This is an optimization exercise on Yosys and OpenROAD, whose aim is small area, not a production implementation.
In this exercise RTL edits were held to simulation tests only and were not proved equivalent to the original.

==> flow/design.v <==
`timescale 1ns / 1ps
module fifo_16x8(
    input            clk,
    input            reset,
    input      [7:0] din,
    input            wr_en,
    input            rd_en,
    output reg [7:0] dout,
    output           full,
    output           empty,
    output     [3:0] data_count
    );
    reg [7:0] mem [0:15];
    reg [3:0] wr_ptr;
    reg [3:0] rd_ptr;
    reg [4:0] count;
    wire do_wr = wr_en && (count != 5'd16);
    wire do_rd = rd_en && (count != 5'd0);
    always @(posedge clk)
    begin
        if(do_wr)
            mem[wr_ptr] <= din;
    end
    always @(posedge clk or negedge reset)
    begin
        if(!reset) begin
            wr_ptr <= 0;
            rd_ptr <= 0;
            count  <= 0;
            dout   <= 0;
        end else begin
            if(do_wr)
                wr_ptr <= wr_ptr + 1'b1;
            if(do_rd) begin
                rd_ptr <= rd_ptr + 1'b1;
                dout   <= mem[rd_ptr];
            end
            count <= count + {4'd0, do_wr} - {4'd0, do_rd};
        end
    end
    assign full       = (count == 5'd16);
    assign empty      = (count == 5'd0);
    assign data_count = count[3:0];
endmodule
`timescale 1ns / 1ps
module uart_rx(
    input sclk,
    input reset,
    input rs232_rx,
    output reg [7:0] rx_data,
    output reg po_flag 
    );
    localparam BAUD_END     	=1_000_000_000/115200/20-1;
	localparam BAUD_M 			=BAUD_END/2-1;
	localparam BIT_END  		=10;
    reg [7:0]outdata_r;
	reg rx_r1;
	reg rx_r2;
	reg rx_r3;
	reg rx_flag;
	reg [12:0] baud_cnt;
	reg bit_flag;
	reg [3:0] bit_cnt;
	wire rx_neg;
    assign rx_neg=({rx_r2,rx_r1}==2'b10);
	always@(posedge sclk)
	begin
		rx_r1<=rs232_rx;
		rx_r2<=rx_r1;
		rx_r3<=rx_r2;
	end
	always@(posedge sclk or negedge reset)
	begin
		if(!reset)
			rx_flag <= 0;
		else if(rx_neg)
			rx_flag<=1;
		else if(bit_cnt==10 && baud_cnt>= BAUD_END)
			rx_flag<=0;	
	end
	always@(posedge sclk or negedge reset)
	begin
	   if(!reset)
	       baud_cnt<=0;
	    else if(baud_cnt>=BAUD_END)
	       baud_cnt<=0;
	    else if(rx_flag)
	       baud_cnt<=baud_cnt+1;
	    else baud_cnt<=0;
	end
	always@(posedge sclk or negedge reset)
	begin
		if(!reset)
			bit_flag<=0;
		else if(baud_cnt==BAUD_M)
		begin
			bit_flag <=1;
		end
		else bit_flag<=0;
	end
	always@(posedge sclk or negedge reset)
	begin
		if(!reset)
			bit_cnt<=0;
		else if(baud_cnt>=BAUD_END && bit_cnt==10)   
			bit_cnt<=0;
		else if(bit_flag==1)
			bit_cnt	<=bit_cnt +1;
	end
	always@(posedge sclk or negedge reset)
	begin
		if(!reset)
			outdata_r <= 0;
		else if(!rx_flag)
		    outdata_r <= 0;
		else if(bit_flag ==1 && bit_cnt >= 1&& bit_cnt <=8)
			outdata_r <= {rx_r2,outdata_r[7:1]};  
	end
	always@(posedge sclk or negedge reset)
    begin
        if(!reset)
            rx_data <= 0;
        else if(bit_cnt==10&&baud_cnt>=BAUD_END)
            rx_data<=outdata_r;
    end
	always@(posedge sclk or negedge reset)
	begin
		if(!reset)
			po_flag <= 0;
		else if(bit_cnt ==10 &&baud_cnt>=BAUD_END)
			po_flag	<=1;
		else po_flag<=0;
	end
endmodule
`timescale 1ns / 1ps
module uart_tx(
    input           sclk              ,         
    input           reset             ,        
    input  [7:0]    tx_data           , 
    input           tx_trig           ,      
    output          RS232_tx          ,
    output          outflag_tx        ,
    input           rfifo_empty       , 
    output          rfifo_rd_en       
    );
    localparam BAUD_END         =1_000_000_000/115200/20-1;
    reg bit_clk;
    reg [1:0]q;
    reg tx_flag;
    reg [3:0]bit_cnt;
    reg [12:0]baud_cnt;
    wire posedge_trig;
    reg [9:0]data_r;
    assign posedge_trig =(q==2'b01);
    assign rfifo_rd_en = tx_trig && (rfifo_empty==0)&&!posedge_trig;
    assign outflag_tx = tx_flag;
    assign RS232_tx = (tx_flag == 1)?data_r[bit_cnt]:1;
    always@(posedge sclk)
    begin
        q[0]<=tx_trig;
        q[1]<=q[0];
    end
    always@(posedge sclk or negedge reset)
    begin
        if(!reset)
            tx_flag<=0;
        else if(posedge_trig)
            tx_flag<=1;
        else if(bit_cnt==9&&baud_cnt==BAUD_END)
            tx_flag<=0;
    end
     always@(posedge sclk or negedge reset)
     begin
        if(!reset)
            baud_cnt<=0;
        else if(baud_cnt>=BAUD_END)
            baud_cnt<=0;
        else if(tx_flag)
            baud_cnt<=baud_cnt+1;
     end
     always@(posedge sclk)
     begin
        if(baud_cnt>=BAUD_END)
            bit_clk<=1;
        else bit_clk<=0;
     end
     always@(posedge sclk or negedge reset)
     begin  
        if(!reset)
            bit_cnt<=0;
        else if(!tx_flag)
            bit_cnt<=0;
        else if(baud_cnt>=BAUD_END)
            bit_cnt<=bit_cnt+1;
     end
     always@(posedge sclk or negedge reset)
     begin 
        if(!reset)
            data_r<=10'h200;
        else if(posedge_trig)
        begin
            data_r[0] <= 0;
            data_r[8:1]<=tx_data;
            data_r[9] <= 1;
        end
        else if(!tx_flag)
            data_r<=10'h200;
     end
endmodule
`timescale 1ns / 1ps
module cmd_decode(
    input           sclk,
    input           reset,
    input           uart_flag,
    input           [7:0]uart_data,
    output          wr_trig,
    output          rd_trig,
    output          wfifo_wr_en,
    output          [7:0] wfifo_data
    );
    localparam      REC_NUM_END = 4;
    reg [2:0]       rec_num;
    reg [7:0]       cmd_reg;
    always @(posedge sclk or negedge reset)
    begin
        if(!reset)
            rec_num <= 0;
        else if(uart_flag == 1 && rec_num == 0 && uart_data == 8'haa)
            rec_num <= 0;
        else if(uart_flag == 1 && rec_num >= REC_NUM_END)
            rec_num <=0 ;
        else if(uart_flag == 1)
            rec_num <= rec_num + 1;
    end
    always @(posedge sclk or negedge reset)
    begin
        if(!reset)
            cmd_reg <= 0;
        else if(uart_flag == 1 && rec_num == 0)
            cmd_reg <= uart_data;
    end
    assign wr_trig     = (cmd_reg == 8'h55 && rec_num == REC_NUM_END)? uart_flag : 0;
    assign rd_trig     = uart_flag && (uart_data==8'haa);
    assign wfifo_wr_en = uart_flag && rec_num;
    assign wfifo_data  = uart_data;
endmodule
`timescale 1ns / 1ps
module sdram_init(
    sclk,
    reset,
    cmd_reg,
    sdram_addr,
    flag_init_end
    );
    input sclk;
    input reset;
    output reg [3:0]cmd_reg;
    output reg [11:0]sdram_addr;
    output reg flag_init_end;
    localparam DELAY_200US  =   10000-1;
    localparam PRECHARGE=       4'b0010;
    localparam AUTO_REFRESH=    4'b0001;
    localparam NOP  =           4'b0111;
    localparam MODE_SET=        4'b0000;
    reg [13:0]cnt_200us;
    reg flag_200us;
    reg [3:0] cnt_cmd;
    always@(posedge sclk or negedge reset)
    begin
        if(!reset)
            cnt_200us<=0;
        else if(flag_200us==0)
            cnt_200us<=cnt_200us+1'b1;
    end
    always@(posedge sclk or negedge reset)
    begin
        if(!reset)
            flag_200us<=0;
        else if(cnt_200us>=DELAY_200US)
            flag_200us<=1;
    end
    always@(posedge sclk or negedge reset)
    begin
        if(!reset)
            cnt_cmd<=0;
        else if(flag_200us == 1 && flag_init_end==0)
            cnt_cmd <=  cnt_cmd +1'b1;
    end
    always@(posedge sclk or negedge reset)
    begin
        if(!reset)
            flag_init_end<=0;
         else if(cnt_cmd>=10)
            flag_init_end<=1;
    end
    always@(posedge sclk or negedge reset)
    begin
        if(!reset)
            cmd_reg<=0;
        else if(flag_200us==1)
            case(cnt_cmd)
                0:cmd_reg<=PRECHARGE;
                1:cmd_reg<=AUTO_REFRESH;
                5:cmd_reg<=AUTO_REFRESH;
                9:cmd_reg<=MODE_SET;
                default:cmd_reg<=NOP;
            endcase
    end
    always@(posedge sclk or negedge reset)
    begin
        if(!reset)
            sdram_addr<=0;
        else if(flag_200us==1)
            case(cnt_cmd)
                0:sdram_addr<=  12'b0100_0000_0000;
                9:sdram_addr<=  12'b0000_0011_0010;
                default:sdram_addr<=  12'b0100_0000_0000;
            endcase
    end
endmodule
`timescale 1ns / 1ps
module sdram_aref(
    sclk,
    reset,
    ref_en,
    ref_req,
    flag_ref_end,
    aref_cmd,
    sdram_addr,
    flag_init_end
    );
    input sclk;
    input reset;
    input flag_init_end;
    input ref_en;
    output reg ref_req;
    output reg flag_ref_end;
    output reg [3:0]aref_cmd;
    output reg [11:0] sdram_addr;
    localparam      DELAY_15US=750-1;
    localparam      BANK=12'b0100_0000_0000; 
    localparam      CMD_AREF=4'b0001;
    localparam      CMD_NOP=4'b0111;
    localparam      CMD_PRE=4'b0010;
    localparam      CMD_END=4'd10;
    reg [3:0] cmd_cnt;
    reg [9:0] ref_cnt;
    reg flag_ref;
    always@(posedge sclk or negedge reset)
    begin
        if(!reset)
            ref_cnt<=0;
        else if(ref_cnt == DELAY_15US)
            ref_cnt<=0;
        else if(flag_init_end==1'b1)
            ref_cnt<=ref_cnt+1'b1;
        else ref_cnt<=ref_cnt;
    end
    always@(posedge sclk or negedge reset)
    begin
        if(!reset)
            ref_req<=0;
        else if(ref_en==1) ref_req<=0;
        else if(ref_cnt >= DELAY_15US)
            ref_req<=1;
    end
    always@(posedge sclk or negedge reset)
    begin
        if(!reset)
            flag_ref<=0;
        else if(cmd_cnt >=CMD_END)
            flag_ref<=0;
        else if(ref_en==1'b1)
            flag_ref<=1'b1;
    end
    always@(posedge sclk or negedge reset)
    begin
        if(!reset)
            cmd_cnt<=0;
        else if(!flag_ref)
            cmd_cnt<=0;
        else cmd_cnt<=cmd_cnt+1;
    end
    always@(posedge sclk or negedge reset)
    begin
        if(!reset)
            aref_cmd    <=  CMD_NOP;
        else case(cmd_cnt)
            1-1: 
                if(flag_ref == 1)
                    aref_cmd    <=  CMD_PRE;       
                else
                    aref_cmd    <=  CMD_NOP;
            2-1:    aref_cmd    <=  CMD_AREF;
            6-1:    aref_cmd    <=  CMD_AREF;
            default:aref_cmd<=    CMD_NOP;
        endcase
    end
   always@(posedge sclk or negedge reset)
    begin
        if(!reset)
            flag_ref_end<=0;
        else if(cmd_cnt>=CMD_END)
            flag_ref_end<=1;
        else flag_ref_end<=0;
    end
    always @(posedge sclk or negedge reset)
    begin
        if(!reset)
            sdram_addr <= 0;
        else case(cmd_cnt)
            1-1:
                sdram_addr <=   BANK;
            default:
                sdram_addr <=   0;
        endcase
    end
endmodule
`timescale 1ns / 1ps
module sdram_write(
    sclk,
    reset,
    wr_req,
    wr_en,
    flag_wr_end,
    ref_req,
    wr_cmd,
    wr_addr,
    bank_addr,
    wr_data,
    wr_trig,
    wfifo_rd_en,
    wfifo_rd_data
    );
    input sclk;
    input reset;
    output wr_req;
    input wr_en;
    input ref_req;
    output flag_wr_end;
    output reg [3:0]    wr_cmd;
    output reg [11:0]   wr_addr;
    output [1:0]    bank_addr;
    output [15:0] wr_data;
    input wr_trig;
    output wfifo_rd_en;
    input  [7:0]wfifo_rd_data;
    localparam  S_IDLE  =   5'b0_0001;
    localparam  S_REQ   =   5'b0_0010;
    localparam  S_ACT   =   5'b0_0100;
    localparam  S_WR    =   5'b0_1000;
    localparam  S_PRE   =   5'b1_0000;
    localparam  CMD_NOP     =   4'b0111;
    localparam  CMD_PRE     =   4'b0010;
    localparam  CMD_AREF    =   4'b0001;
    localparam  CMD_ACT     =   4'b0011;
    localparam  CMD_WR      =   4'b0100;    
    reg                 flag_wr;
    reg [4:0]            state;
    reg                 flag_act_end;
    reg                 flag_pre_end;
    reg                 flag_wr_end;
    reg                 sd_row_end;
    reg [1:0]           burst_cnt;
    reg [1:0]           burst_cnt_t;
    reg                 wr_data_end;
    reg [3:0]           act_cnt;
    reg [3:0]           break_cnt;
    reg [6:0]           col_cnt;
    reg [11:0]          row_addr;
    wire[8:0]           col_addr;
    reg                 ref_req_r;
   always@(posedge sclk or negedge reset)
   begin
        if(!reset)
            ref_req_r <= 0;
        else if(ref_req == 1 && ref_req_r == 0)
            ref_req_r <= 1;
   end
   always@(posedge sclk or negedge reset) 
   begin
        if(!reset)
            flag_wr <= 0;
        else if(wr_trig == 1'b1 && flag_wr == 1'b0)
            flag_wr <= 1'b1;
        else if(wr_data_end == 1'b1) 
            flag_wr <= 0;
   end
   always @(posedge sclk or negedge reset)
   begin
       if(!reset)
           burst_cnt <=  0;
       else if(state == S_WR)
           burst_cnt <= burst_cnt + 1;
       else 
           burst_cnt <=0;
   end
   always @(posedge sclk or negedge reset)
   begin
       if(!reset)
           burst_cnt_t<=0;
       else 
           burst_cnt_t <=burst_cnt;
   end
   always@(posedge sclk or negedge reset)
   begin
        if(!reset)
            state <=S_IDLE;
        else case(state)
            S_IDLE: 
                if(wr_trig == 1'b1)
                    state <= S_REQ;
                else 
                    state <=S_IDLE;
            S_REQ:   
                if(wr_en==1'b1)
                    state <= S_ACT;
                else 
                    state <= S_REQ;
            S_ACT: 
                if(flag_act_end==1'b1)   
                    state <= S_WR;
                 else 
                    state <= S_ACT;
            S_WR:    
                if(wr_data_end == 1'b1)
                    state <= S_PRE;
                else if(ref_req == 1'b1 && burst_cnt_t == 'd2 && flag_wr == 1'b1)
                    state <= S_PRE;
                else if(sd_row_end == 1'b1 && flag_wr == 1'b1)
                    state <= S_PRE;
            S_PRE: 
                if(ref_req==1'b1 && flag_wr == 1'b1)
                    state <= S_REQ; 
                else if(flag_pre_end == 1'b1 && flag_wr == 1'b1)
                    state <= S_ACT;
                else if(flag_wr == 1'b0)
                    state <= S_IDLE;
            default: 
                    state <= S_IDLE;
        endcase
    end
    assign wr_req = state[1];
    always @(posedge sclk or negedge reset)
    begin
        if(!reset)
            wr_cmd <= CMD_NOP;
        else case(state)
            S_ACT:
                if(act_cnt==0)
                    wr_cmd <= CMD_ACT;
                else 
                    wr_cmd <= CMD_NOP;
            S_WR:
                if(burst_cnt == 0)
                    wr_cmd <= CMD_WR;
                else    
                    wr_cmd <= CMD_NOP;
            S_PRE:
                if(break_cnt == 0)
                    wr_cmd<=CMD_PRE;
                else
                    wr_cmd <= CMD_NOP;
            default:
                    wr_cmd <=CMD_NOP;
        endcase
    end
    always @(*) begin
        case(state)
            S_ACT:
                if(act_cnt == 0)
                    wr_addr = row_addr;
                else 
                    wr_addr = 0;
            S_WR:
                wr_addr =  {3'b000,col_addr};
            S_PRE:
                if(break_cnt == 0)
                    wr_addr =  {12'b0100_0000_0000};
                else 
                    wr_addr = 0;
            default:
                    wr_addr = 0;
        endcase
    end
    always @(posedge sclk or negedge reset)
    begin
        if(!reset)
            flag_act_end <= 1'b0;
        else if(act_cnt >= 'd3)
            flag_act_end <= 1'b1;
        else 
            flag_act_end <= 1'b0;
    end
    always @(posedge sclk or negedge reset)
    begin
        if(!reset)
            act_cnt <= 0;
        else if(state ==  S_ACT)
            act_cnt <= act_cnt+1;
        else act_cnt <= 0;
    end
    always @(posedge sclk or negedge reset)
    begin
        if(!reset)
            flag_pre_end <= 0;
        else if(break_cnt == 'd3)
            flag_pre_end <= 1'b1;
        else 
            flag_pre_end <= 1'b0;
    end
    always @(posedge sclk or negedge reset)
    begin
        if(!reset)
            flag_wr_end <= 0;
        else if(state == S_PRE && ref_req == 1 ||
                state == S_PRE && flag_wr == 0)
            flag_wr_end <= 1;
        else 
            flag_wr_end <= 0;
    end
     always @(posedge sclk or negedge reset)
       begin
           if(!reset)
               break_cnt <= 0;
           else if(state ==  S_PRE )
               break_cnt <= break_cnt+1;
           else break_cnt <= 0;
       end
    always @(posedge sclk or negedge reset)
    begin
        if(!reset)
            wr_data_end <= 0;
        else if(row_addr == 0 && burst_cnt_t == 1)
            wr_data_end <= 1;
        else 
            wr_data_end <=0;
    end
    always @(posedge sclk or negedge reset)
    begin
        if(!reset)
            col_cnt <=  0;
        else if(col_addr >= 511)
            col_cnt <=0;
        else if(burst_cnt_t == 3)
            col_cnt <= col_cnt + 1 ;
    end
    always @(posedge sclk or negedge reset)
    begin
        if(!reset)
            row_addr <= 0;
        else if(col_addr>=511)
            row_addr <= row_addr +1;
    end
    always @(posedge sclk or negedge reset)
    begin
        if(!reset)
            sd_row_end<=0;
        else if(col_addr ==509)
            sd_row_end<=1;
        else sd_row_end<=0;
    end
assign col_addr      =   {col_cnt,burst_cnt_t};
assign bank_addr     =   2'b00;
assign wfifo_rd_en   =   state == S_WR;
assign wr_data       =   wfifo_rd_data;
endmodule
`timescale 1ns / 1ps
module sdram_read(
  input                sclk,
  input                reset,
  output               rd_req,
  input                rd_en,
  output    reg       flag_rd_end,
  input               ref_req,
  output reg  [3:0]    rd_cmd,
  output reg  [11:0]   rd_addr,
  output      [1:0]    bank_addr ,
  input       [15:0]   sdram_rd_data,
  input                rd_trig,
  output               rfifo_wr_en,
  output      [7:0]    rfifo_wr_data
);
    localparam  S_IDLE  =   5'b0_0001;
    localparam  S_REQ   =   5'b0_0010;
    localparam  S_ACT   =   5'b0_0100;
    localparam  S_RD    =   5'b0_1000;
    localparam  S_PRE   =   5'b1_0000;
    localparam  CMD_NOP     =   4'b0111;
    localparam  CMD_PRE     =   4'b0010;
    localparam  CMD_AREF    =   4'b0001;
    localparam  CMD_ACT     =   4'b0011;
    localparam  CMD_RD      =   4'b0101;    
    reg                 flag_rd;
    reg [4:0]            state;
    reg                 flag_act_end;
    reg                 flag_pre_end;
    reg                 sd_row_end;
    reg [1:0]           burst_cnt;
    reg [1:0]           burst_cnt_t;
    reg                 rd_data_end;
    reg [3:0]           act_cnt;
    reg [3:0]           break_cnt;
    reg [6:0]           col_cnt;
    reg [11:0]          row_addr;
    wire[8:0]           col_addr;
    reg         [3:0]   rfifo_wr_en_r;
    always@(posedge sclk or negedge reset)
    begin
        if(!reset)
            rfifo_wr_en_r <=0;
        else begin
            rfifo_wr_en_r[0]<=(state == S_RD);
            rfifo_wr_en_r[1]<= rfifo_wr_en_r[0];
            rfifo_wr_en_r[2]<= rfifo_wr_en_r[1];
            rfifo_wr_en_r[3]<= rfifo_wr_en_r[2];
        end
    end
   always@(posedge sclk or negedge reset) 
   begin
        if(!reset)
            flag_rd <= 0;
        else if(rd_trig == 1'b1 && flag_rd == 1'b0)
            flag_rd <= 1'b1;
        else if(rd_data_end == 1'b1) 
            flag_rd <= 0;
   end
   always @(posedge sclk or negedge reset)
   begin
       if(!reset)
           burst_cnt <=  0;
       else if(state == S_RD)
           burst_cnt <= burst_cnt + 1;
       else 
           burst_cnt <=0;
   end
   always @(posedge sclk or negedge reset)
   begin
       if(!reset)
           burst_cnt_t<=0;
       else 
           burst_cnt_t <=burst_cnt;
   end
   always@(posedge sclk or negedge reset)
   begin
        if(!reset)
            state <=S_IDLE;
        else case(state)
            S_IDLE: 
                if(rd_trig == 1'b1)
                    state <= S_REQ;
                else 
                    state <=S_IDLE;
            S_REQ:   
                if(rd_en==1'b1)
                    state <= S_ACT;
                else 
                    state <= S_REQ;
            S_ACT: 
                if(flag_act_end==1'b1)   
                    state <= S_RD;
                 else 
                    state <= S_ACT;
            S_RD:    
                if(rd_data_end == 1'b1)
                    state <= S_PRE;
                else if(ref_req == 1'b1 && burst_cnt_t == 'd2 && flag_rd == 1'b1)
                    state <= S_PRE;
                else if(sd_row_end == 1'b1 && flag_rd == 1'b1)
                    state <= S_PRE;
            S_PRE: 
                if(ref_req==1'b1 && flag_rd == 1'b1)
                    state <= S_REQ; 
                else if(flag_pre_end == 1'b1 && flag_rd == 1'b1)
                    state <= S_ACT;
                else if(flag_rd == 0)
                    state <= S_IDLE;
            default: 
                    state <= S_IDLE;
        endcase
    end
    assign rd_req = state[1];
    always @(posedge sclk or negedge reset)
    begin
        if(!reset)
            rd_cmd <= CMD_NOP;
        else case(state)
            S_ACT:
                if(act_cnt==0)
                    rd_cmd <= CMD_ACT;
                else 
                    rd_cmd <= CMD_NOP;
            S_RD:
                if(burst_cnt == 0)
                    rd_cmd <= CMD_RD;
                else    
                    rd_cmd <= CMD_NOP;
            S_PRE:
                if(break_cnt == 0)
                    rd_cmd<=CMD_PRE;
                else
                    rd_cmd <= CMD_NOP;
            default:
                    rd_cmd <=CMD_NOP;
        endcase
    end
    always @(*) begin
        case(state)
            S_ACT:
                if(act_cnt == 0)
                    rd_addr = row_addr;
                else
                    rd_addr = 0;
            S_RD:
                rd_addr =  {3'b000,col_addr};
            S_PRE:
                if(break_cnt == 0)
                    rd_addr =  {12'b0100_0000_0000};
                else
                    rd_addr = 0;
            default:
                    rd_addr = 0;
        endcase
    end
    always @(posedge sclk or negedge reset)
    begin
        if(!reset)
            flag_act_end <= 1'b0;
        else if(act_cnt >= 'd3)
            flag_act_end <= 1'b1;
        else 
            flag_act_end <= 1'b0;
    end
    always @(posedge sclk or negedge reset)
    begin
        if(!reset)
            act_cnt <= 0;
        else if(state ==  S_ACT)
            act_cnt <= act_cnt+1;
        else act_cnt <= 0;
    end
    always @(posedge sclk or negedge reset)
    begin
        if(!reset)
            flag_pre_end <= 0;
        else if(break_cnt == 'd3)
            flag_pre_end <= 1'b1;
        else 
            flag_pre_end <= 1'b0;
    end
    always @(posedge sclk or negedge reset)
    begin
        if(!reset)
            flag_rd_end <= 0;
        else if(state == S_PRE && ref_req == 1 ||
                state == S_PRE && flag_rd == 0)
            flag_rd_end <= 1;
        else 
            flag_rd_end <= 0;
    end  
     always @(posedge sclk or negedge reset)
       begin
           if(!reset)
               break_cnt <= 0;
           else if(state ==  S_PRE )
               break_cnt <= break_cnt+1;
           else break_cnt <= 0;
       end
    always @(posedge sclk or negedge reset)
    begin
        if(!reset)
            rd_data_end <= 0;
        else if(row_addr == 0 && burst_cnt_t == 1)
            rd_data_end <= 1;
        else 
            rd_data_end <=0;
    end
    always @(posedge sclk or negedge reset)
    begin
        if(!reset)
            col_cnt <=  0;
        else if(col_addr >= 511)
            col_cnt <=0;
        else if(burst_cnt_t == 3)
            col_cnt <= col_cnt + 1 ;
    end
    always @(posedge sclk or negedge reset)
    begin
        if(!reset)
            row_addr <= 0;
        else if(col_addr>=511)
            row_addr <= row_addr +1;
    end
    always @(posedge sclk or negedge reset)
    begin
        if(!reset)
            sd_row_end<=0;
        else if(col_addr ==509)
            sd_row_end<=1;
        else sd_row_end<=0;
    end
    assign col_addr      =   {col_cnt,burst_cnt_t};
   assign bank_addr     =   2'b00;
   assign rfifo_wr_data =   sdram_rd_data[7:0];
   assign rfifo_wr_en   =   rfifo_wr_en_r[2];
endmodule
`timescale 1ns / 1ps
module sdram_top(
    input               sclk,
    input               reset,
    output              sdram_cke,
    output              sdram_cs,
    output              sdram_cas,
    output              sdram_ras,
    output              sdram_we,
    output     [1:0]    sdram_bank,
    output reg [11:0]   sdram_addr,
    output     [1:0]    sdram_dqm,
    output     [15:0]   sdram_dq_out,
    output              sdram_dq_oe,
    input      [15:0]   sdram_dq_in,
    input           wr_trig,
    output          wfifo_rd_en,
    input   [7:0]   wfifo_rd_data,
    input           rd_trig,
    output          rfifo_wr_en,
    output  [7:0]   rfifo_wr_data
    );
    localparam      IDLE =           5'b0_0001;
    localparam      ARBIT=           5'b0_0010;
    localparam      AREF=            5'b0_0100;
    localparam      WRITE=           5'b0_1000;
    localparam      READ=            5'b1_0000;
    localparam      NOP=             4'b0111;
     reg [3:0]      sd_cmd;
     wire           flag_init_end;
     wire [3:0]     init_cmd;
     wire [11:0]    init_addr;
     reg  [4:0]     state;
      wire          ref_req;
      reg           ref_en;
      wire          flag_ref_end;
      wire  [3:0]   ref_cmd;
      wire  [11:0]  ref_addr;
      wire          wr_req;
      reg           wr_en;
      wire          flag_wr_end;
      wire [1:0]    wr_bank_addr;     
      wire [3:0]    wr_cmd;
      wire [11:0]   wr_addr;
      wire [15:0]   wr_data;
      wire          rd_req;
      reg           rd_en;
      wire          flag_rd_end;
      wire [1:0]    rd_bank_addr;     
      wire [3:0]    rd_cmd;
      wire [11:0]   rd_addr;
      wire [15:0]   sdram_rd_data;   
    always@(posedge sclk or negedge reset)
    begin
        if(reset==1'b0)
            state   <=IDLE;
        else case(state)
            IDLE:begin
                if(flag_init_end==1'b1)
                    state<=ARBIT;
                else
                    state<=IDLE;
            end
            ARBIT:begin
                if(ref_en==1'b1)
                    state<=AREF;
                else if(wr_en == 1)
                    state <= WRITE;
                else if(rd_en == 1)
                    state <= READ;
                else state<=ARBIT;
            end
            AREF:begin           
                if(flag_ref_end==1'b1)
                    state<=ARBIT;
                else state<=AREF;
            end
            WRITE:           
                if(flag_wr_end == 1'b1)
                    state <= ARBIT;
                else state <= WRITE;
            READ:            
                if(flag_rd_end == 1'b1)
                    state <= ARBIT;
                else state <= READ;
            default:
                state<=IDLE;
       endcase             
    end
    always@(posedge sclk or negedge reset)
    begin
        if(!reset)
            ref_en<=0;
        else if(state == ARBIT&&ref_req==1'b1)
            ref_en<=1;
        else ref_en<=0;
    end
    always@(posedge sclk or negedge reset)
    begin
        if(!reset)
            wr_en   <= 0;
        else if(state == ARBIT && ref_req == 0 && wr_req == 1)
            wr_en   <= 1;
       else wr_en   <= 0;
    end
    always@(posedge sclk or negedge reset)
    begin
        if(!reset)
            rd_en   <= 0;
        else if(state == ARBIT && ref_req == 0 && wr_req == 0 && rd_req == 1)
            rd_en   <= 1;
        else rd_en  <= 0;
    end
    always@(*)
    begin
        case(state)
            IDLE:begin
                sd_cmd         = init_cmd;
                sdram_addr     = init_addr;
            end
            AREF:begin
                sd_cmd         = ref_cmd;
                sdram_addr     = ref_addr;
            end
             WRITE:begin
               sd_cmd          = wr_cmd;
               sdram_addr      = wr_addr;
           end
            READ:begin
                sd_cmd         = rd_cmd;
                sdram_addr     = rd_addr;
            end
            default:begin 
                sd_cmd      = NOP;
                sdram_addr     = 0;
            end
        endcase
    end
    assign {sdram_cs,sdram_ras,sdram_cas,sdram_we}=sd_cmd;
    assign sdram_cke        =1'b1;
    assign sdram_dq_oe    =   (state == WRITE);
    assign sdram_dq_out   =   (state == WRITE) ? wr_data : 16'd0;
    assign sdram_rd_data   =  sdram_dq_in;
    assign sdram_dqm=2'b00;
    assign sdram_bank = (state == WRITE) ? wr_bank_addr : rd_bank_addr;
    sdram_init sdram_init_inst(
        .sclk(sclk),
        .reset(reset),
        .cmd_reg(init_cmd),    
        .sdram_addr(init_addr),
        .flag_init_end(flag_init_end)
    );
    sdram_aref sdram_aref_inst(
        .sclk                   (sclk),
        .reset                  (reset),
        .ref_en                 (ref_en),
        .ref_req                (ref_req),
        .flag_ref_end           (flag_ref_end),
        .aref_cmd               (ref_cmd),
        .sdram_addr             (ref_addr),
        .flag_init_end          (flag_init_end)        
    );
    sdram_write sdram_write_inst(
        .sclk                   (sclk),
        .reset                  (reset),
        .wr_req                 (wr_req),
        .wr_en                  (wr_en),
        .flag_wr_end            (flag_wr_end),
        .ref_req                (ref_req),
        .wr_cmd                 (wr_cmd),
        .wr_addr                (wr_addr),
        .bank_addr              (wr_bank_addr),
        .wr_data                (wr_data),
        .wr_trig                (wr_trig),
        .wfifo_rd_en(wfifo_rd_en),
        .wfifo_rd_data(wfifo_rd_data)
        );
    sdram_read sdram_read_inst(
        .sclk                   (sclk),
        .reset                  (reset),
        .rd_req                 (rd_req),
        .rd_en                  (rd_en),
        .flag_rd_end            (flag_rd_end),
        .ref_req                (ref_req),
        .rd_cmd                 (rd_cmd),
        .rd_addr                (rd_addr),
        .bank_addr              (rd_bank_addr),
        .sdram_rd_data          (sdram_rd_data),
        .rd_trig                (rd_trig),
        .rfifo_wr_en            (rfifo_wr_en), 
        .rfifo_wr_data          (rfifo_wr_data)
    );
endmodule
`timescale 1ns / 1ps
module top(
   input  sclk                 ,
   input  reset                ,
   output RS232_tx             ,
   input rs232_rx             ,
   output sdram_cke            ,
   output sdram_cs             ,
   output sdram_cas            ,
   output sdram_ras            ,
   output sdram_we             ,
   output [1:0]sdram_bank      ,
   output [11:0]sdram_addr     ,
   output [1:0]sdram_dqm       ,
   output [15:0]sdram_dq_out   ,
   output sdram_dq_oe          ,
   input  [15:0]sdram_dq_in    
    );           
    wire            sdram_wr_trig   ;
    wire            sdram_rd_trig   ;
    wire            wfifo_rd_en     ;
    wire [7:0]      wfifo_rd_data   ;
    wire            wfifo_wr_en     ;
    wire [7:0]      wfifo_wr_data   ;
    wire            rfifo_wr_en     ;
    wire [7:0]      rfifo_wr_data   ;
    wire            rfifo_rd_en     ;
    wire [7:0]      rfifo_rd_data   ;
    wire            rfifo_empty     ;
    wire [3:0]      data_count;
    wire            outflag_tx      ;
    wire            tx_trig         ;
    assign          tx_trig = (rfifo_empty == 0)&&(outflag_tx == 0)&&(rfifo_wr_en == 0);
    wire [7:0]      rx_data         ;
    wire            rx_flag         ;
    uart_tx uart_tx_inst(
    .sclk                 (sclk)     ,
    .reset                (reset)     ,
    .tx_trig              (tx_trig)     ,
    .RS232_tx             (RS232_tx)     ,
    .outflag_tx           (outflag_tx),
    .rfifo_empty          (rfifo_empty)     , 
    .rfifo_rd_en          (rfifo_rd_en),
    .tx_data              (rfifo_rd_data)     
    );
    uart_rx uart_rx_inst(
    .sclk(sclk),
    .reset(reset),
    .rs232_rx(rs232_rx),
    .rx_data(rx_data),
    .po_flag(rx_flag)
    );
    fifo_16x8 wfifo_inst
    (
        .clk        (sclk),
        .reset      (reset),
        .wr_en      (wfifo_wr_en),
        .din        (wfifo_wr_data),
        .rd_en      (wfifo_rd_en),
        .dout       (wfifo_rd_data),
        .full       (),
        .empty      ()
    );
    fifo_16x8 rfifo_inst    
    ( 
        .clk        (sclk),
        .reset      (reset),
        .din        (rfifo_wr_data),
        .wr_en      (rfifo_wr_en),
        .rd_en      (rfifo_rd_en),
        .dout       (rfifo_rd_data),
        .full       (),
        .empty      (rfifo_empty),
        .data_count (data_count)
    );
    cmd_decode cmd_decode_inst(
        .sclk                  (sclk            ),
        .reset                 (reset           ),
        .uart_flag             (rx_flag         ),
        .uart_data             (rx_data         ),
        .wr_trig               (sdram_wr_trig   ),
        .rd_trig               (sdram_rd_trig   ),
        .wfifo_wr_en           (wfifo_wr_en     ),
        .wfifo_data            (wfifo_wr_data      )
    );
    sdram_top sdram_top_inst(
        .sclk       (sclk),
        .reset      (reset),
       .wr_trig         (sdram_wr_trig),
       .rd_trig         (sdram_rd_trig),
       .sdram_cke  (sdram_cke),
       .sdram_cs   (sdram_cs),
       .sdram_cas  (sdram_cas),
       .sdram_ras  (sdram_ras),
       .sdram_we   (sdram_we),
       .sdram_bank (sdram_bank),
       .sdram_addr (sdram_addr),
       .sdram_dqm  (sdram_dqm),
       .sdram_dq_out (sdram_dq_out),
       .sdram_dq_oe  (sdram_dq_oe),
       .sdram_dq_in  (sdram_dq_in),
       .wfifo_rd_en     (wfifo_rd_en),
       .wfifo_rd_data   (wfifo_rd_data),
       .rfifo_wr_en     (rfifo_wr_en),
       .rfifo_wr_data   (rfifo_wr_data)
    );
endmodule
==> flow/run.sh <==
#!/bin/bash
# synth_recipe.tcl (not shown) runs the flow's synth.tcl, then flattens the netlist and writes it again
# the make line also repeats each setting of config.mk as NAME=value (left out here)
make -C /OpenROAD-flow-scripts/flow DESIGN_CONFIG=/design/flow/config.mk WORK_HOME=/design/flow/orfs CLKGATE_MAP_FILE= SYNTH_SCRIPT=/design/flow/synth_recipe.tcl finish
==> flow/config.mk <==
export PLATFORM = sky130hd
export DESIGN_NAME = top
export DESIGN_NICKNAME = top
export VERILOG_FILES = /design/flow/design.v
export SDC_FILE = /design/flow/constraint.sdc
export NUM_CORES = 4
export LEC_CHECK = 0
export CAP_MARGIN = 20
export CORE_MARGIN = 2
export CORE_UTILIZATION = 40
export SLEW_MARGIN = 20
==> flow/constraint.sdc <==
create_clock -name core_clock -period 10.0 [get_ports {sclk}]
set_input_delay 2.0000 -clock core_clock [delete_from_list [all_inputs] [get_ports {sclk}]]
set_output_delay 2.0000 -clock core_clock [all_outputs]
set_load 0.01 [all_outputs]
==> flow_metrics.tcl <==
set metrics [dict create \
    drt-pass1-iter-count 7 \
    synth_cell_types 82 \
    core_mm2 0.0562 \
    vias 12800 \
    syn-cell-area_mm2 0.0226 \
    p_clk_frac 0.484 \
    cp_max_fo 13 \
    ys.warnings.count 9 \
    yosys.area.top_type_share 0.340 \
    synthFlopType "edfxtp_1" \
    setup_tns_ns 0 \
    reg2regPathDepth 14 \
    required_ns 8.00 \
    cts_setup_buffers 0 \
    cap_violations 0 \
    grt_setup_unrepaired "false" \
    grt.total_usage 0.150 \
    maxSlewViolCount 0 \
    final_util 0.456 \
    min_path_cells 0 \
    cts_sinks 522 \
    min_period_over_period 0.534 \
    grt_pass1_wl_um 71000 \
    drtIter0Drc 742 \
    path_depth 5 \
    final_common_cell "edfxtp_1" \
    p_sw_uw 888 \
    cp_top_family "simple AND/OR/NAND/NOR gates" \
    cts_tree "done" \
    worstMarginPinSlew_ns 0.951 \
    die_area_mm2 0.0585 \
    pre_cts_ws_ns 5.33 \
    async_flop_share 0.502 \
    diodes 0 \
    die_y_um 242 \
    max_freq_mhz 187 \
    post-route-drc-count 0 \
    syn-mean-instance-area_um2 14.0 \
    status "no timing/DRC/antenna violations" \
    crit_chain "or3b_1 -> nor2_1 -> a22oi_1 -> o22ai_1 -> clkdlybuf4s50_1" \
    cts_made_buffers 54 \
    total_leakage_power_uw 0.00939 \
    arrival_ns 3.34 \
    dieWidth_um 242 \
    detail-route-antenna-nets 0 \
    ys_seq_area_frac 0.634 \
    initial_core_util 0.403 \
    intPower_uw 3540 \
    seq_power_share 0.508 \
    startpoint_type "flop" \
    synth_area_leaders "edfxtp_1, dfrtp_1, mux4_2, ha_1, xnor2_1" \
    final_hold_viol_count 0 \
    grt-ovfl-total 0 \
    cts_root_buffer "clkbuf_16" \
    dp_hpwl_um 27200 \
    grt_pass1_vias 13200 \
    cp_slowest_stage_delay_ns 0.74 \
    port_buffers 35 \
    hold_buffers 0 \
    synthCells 1615 \
    clock_skew_ns 0.0393 \
    hold_ws_ns 0.351 \
    grt_max_degree 123 \
    end_kind "primary output" \
    crit_type "flop to primary output" \
    worst_slack_ns 4.66 \
    mostFrequentLayoutCells "edfxtp_1, dfrtp_1, nor2_1, inv_1, nand2_1" \
    clockBufferDepth 3 \
    fin_total_pwr_uw 4430 \
    syn_to_final_growth_pct 13.3 \
    place_congestion 0.844 \
    fin_crit_ns 5.34 \
    routed_wl_um 43500 \
    cts_resized 0 \
    slew_headroom 0.366 \
    p_per_area_mw_per_mm2 173 \
    hp-class "flop to flop" \
    yosys_register_bits 522 \
    power_frac_comb 0.009 \
    finalSetupViolations 0 \
    yosysTopAreaCell "edfxtp_1" \
    fp-row-count 87 \
    synth_edf_count 256 \
    drive_gt1_frac 0.133 \
    nets 1745 \
    io-pin-count 58 \
    crit_path_top_delay_cell "nor2_1" \
    critPathBufInv 1 \
    swShare 0.200 \
    ir_drop_v 0.000140 \
    path_clk_slew_ns 0.06 \
    antenna_found_initial 0 \
    largestRegisters "rfifo_inst.mem (128), wfifo_inst.mem (128), sdram_top_inst.sdram_init_inst.cnt_200us (14)" \
    h-tree-depth 2 \
    routed_via_density 5.20 \
    clk_latency_ns 0.61 \
    wl_per_cell_um 17.7 \
]
[power by group through the flow]
stage,Clock [uW],Sequential [uW],Combinational [uW]
after CTS,2200,2250,39.9
after global routing,2290,2250,44.5
after global placement,0,2290,38.5
after detailed placement,0,2290,39.9
after floorplan,0,2290,8.05
final,2140,2250,37.8
[per-stage QoR]
stage          instance area [um^2]  std cells
3_5_place_dp                  23700       2360
2_1_floorplan                 22700       1635
6_report                      25600       2463
3_3_place_gp                  23700       2360
5_1_grt                       25600       2463
4_1_cts                       25600       2462
[Yosys cell counts (15+ instances only)]
cell      number
nand3_1       46
nor3_1        32
clkbuf_1      32
mux4_2        65
edfxtp_1     256
and3_1        26
nor2_1        84
nor2b_1       29
nand2_1       71
mux2_2        23
inv_1         74
buf_4         17
ha_1          63
o21ai_0       36
and2_1        54
xor2_1        28
xnor2_1       70
a211oi_1      20
a22oi_1       24
a21oi_1       40
nor3b_1       15
dfrtp_1      250
mux2i_1       15
buf_2         19
nand4_1       29
o22ai_1       17
[cell families after synthesis]
group                      after synthesis  share of synthesized area
AOI/OAI and AO/OA                      211                     0.0639
DFF                                    522                      0.634
and+or+nand+nor                        458                      0.111
muxes                                  107                     0.0855
buffers and inverters                  152                     0.0301
other                                    2                   0.000332
xor gates and xnor gates                98                     0.0380
adders and majority gates               65                     0.0366
[routing by layer]
layer | wire, um | up-vias | global-route usage
met5 | 0 | - | 0
met4 | 825 | 0 | 0.0418
met3 | 1630 | 62 | 0.0254
met2 | 21000 | 199 | 0.248
met1 | 20100 | 6533 | 0.206
li1 | - | 6024 | -
[final timing paths]
check                                                                startpoint                                     end  slack [ns]
max                        sdram_top_inst.sdram_write_inst.state[2]$_DFFE_PN0P_                           sdram_addr[6]        4.66
min in group asynchronous                                                 reset        rfifo_inst.wr_ptr[0]$_DFFE_PN0P_        1.46
min reg2reg                                          uart_rx_inst.rx_r1$_DFF_P_              uart_rx_inst.rx_r2$_DFF_P_        0.35
max reg2reg                                       wfifo_inst.count[2]$_DFF_PN0_           wfifo_inst.count[4]$_DFF_PN0_        7.05
min                                                  uart_rx_inst.rx_r1$_DFF_P_              uart_rx_inst.rx_r2$_DFF_P_        0.35
max in group asynchronous                                                 reset  cmd_decode_inst.rec_num[0]$_DFFE_PN0P_        7.01
[worst reg2reg max path, cell delays in order, from the launching register on]
cell,delay (ns)
dfrtp_1,0.39
inv_1,0.10
ha_1,0.17
nor4b_1,0.49
nor3_2,0.07
buf_4,0.24
ha_1,0.31
inv_1,0.06
ha_1,0.15
inv_1,0.05
fa_1,0.41
inv_1,0.08
a21oi_1,0.07
o21bai_1,0.17
xnor2_1,0.13
[final cells by class]
type                       count  area (um^2)
tap                          756          946
clock inverter                29          398
multi-input combinational    961         7680
fill                        5001        30500
sequential                   522        14300
clock buffer                  73         1530
inverter                      76          285
timing repair buffer          46          445

-- re-timing with driven ports --
How much do the figures lean on ideal ports? The routed layout below was timed once more, with nothing changed but the port constraints. Step 1, drivers: a clkbuf_16 drives sclk and a buf_2 each remaining input, both assumed. Step 2 moves the port delays by t, midway between the first and last clock arrival at a register: inputs arrive t later, outputs are due t later. That takes back most of the time a late clock gives input paths. Slacks: ideal ports / drivers / drivers and shift; pairs: ideal ports / drivers.
shift t [ns]: 0.645
setup slack, ns: 4.656 / 4.604 / 5.249
pins driven straight from the clock port: 1
After both steps this run still meets setup and hold. The setup slack of this run moves by -0.052 ns with the drivers and by +0.593 ns with both steps.
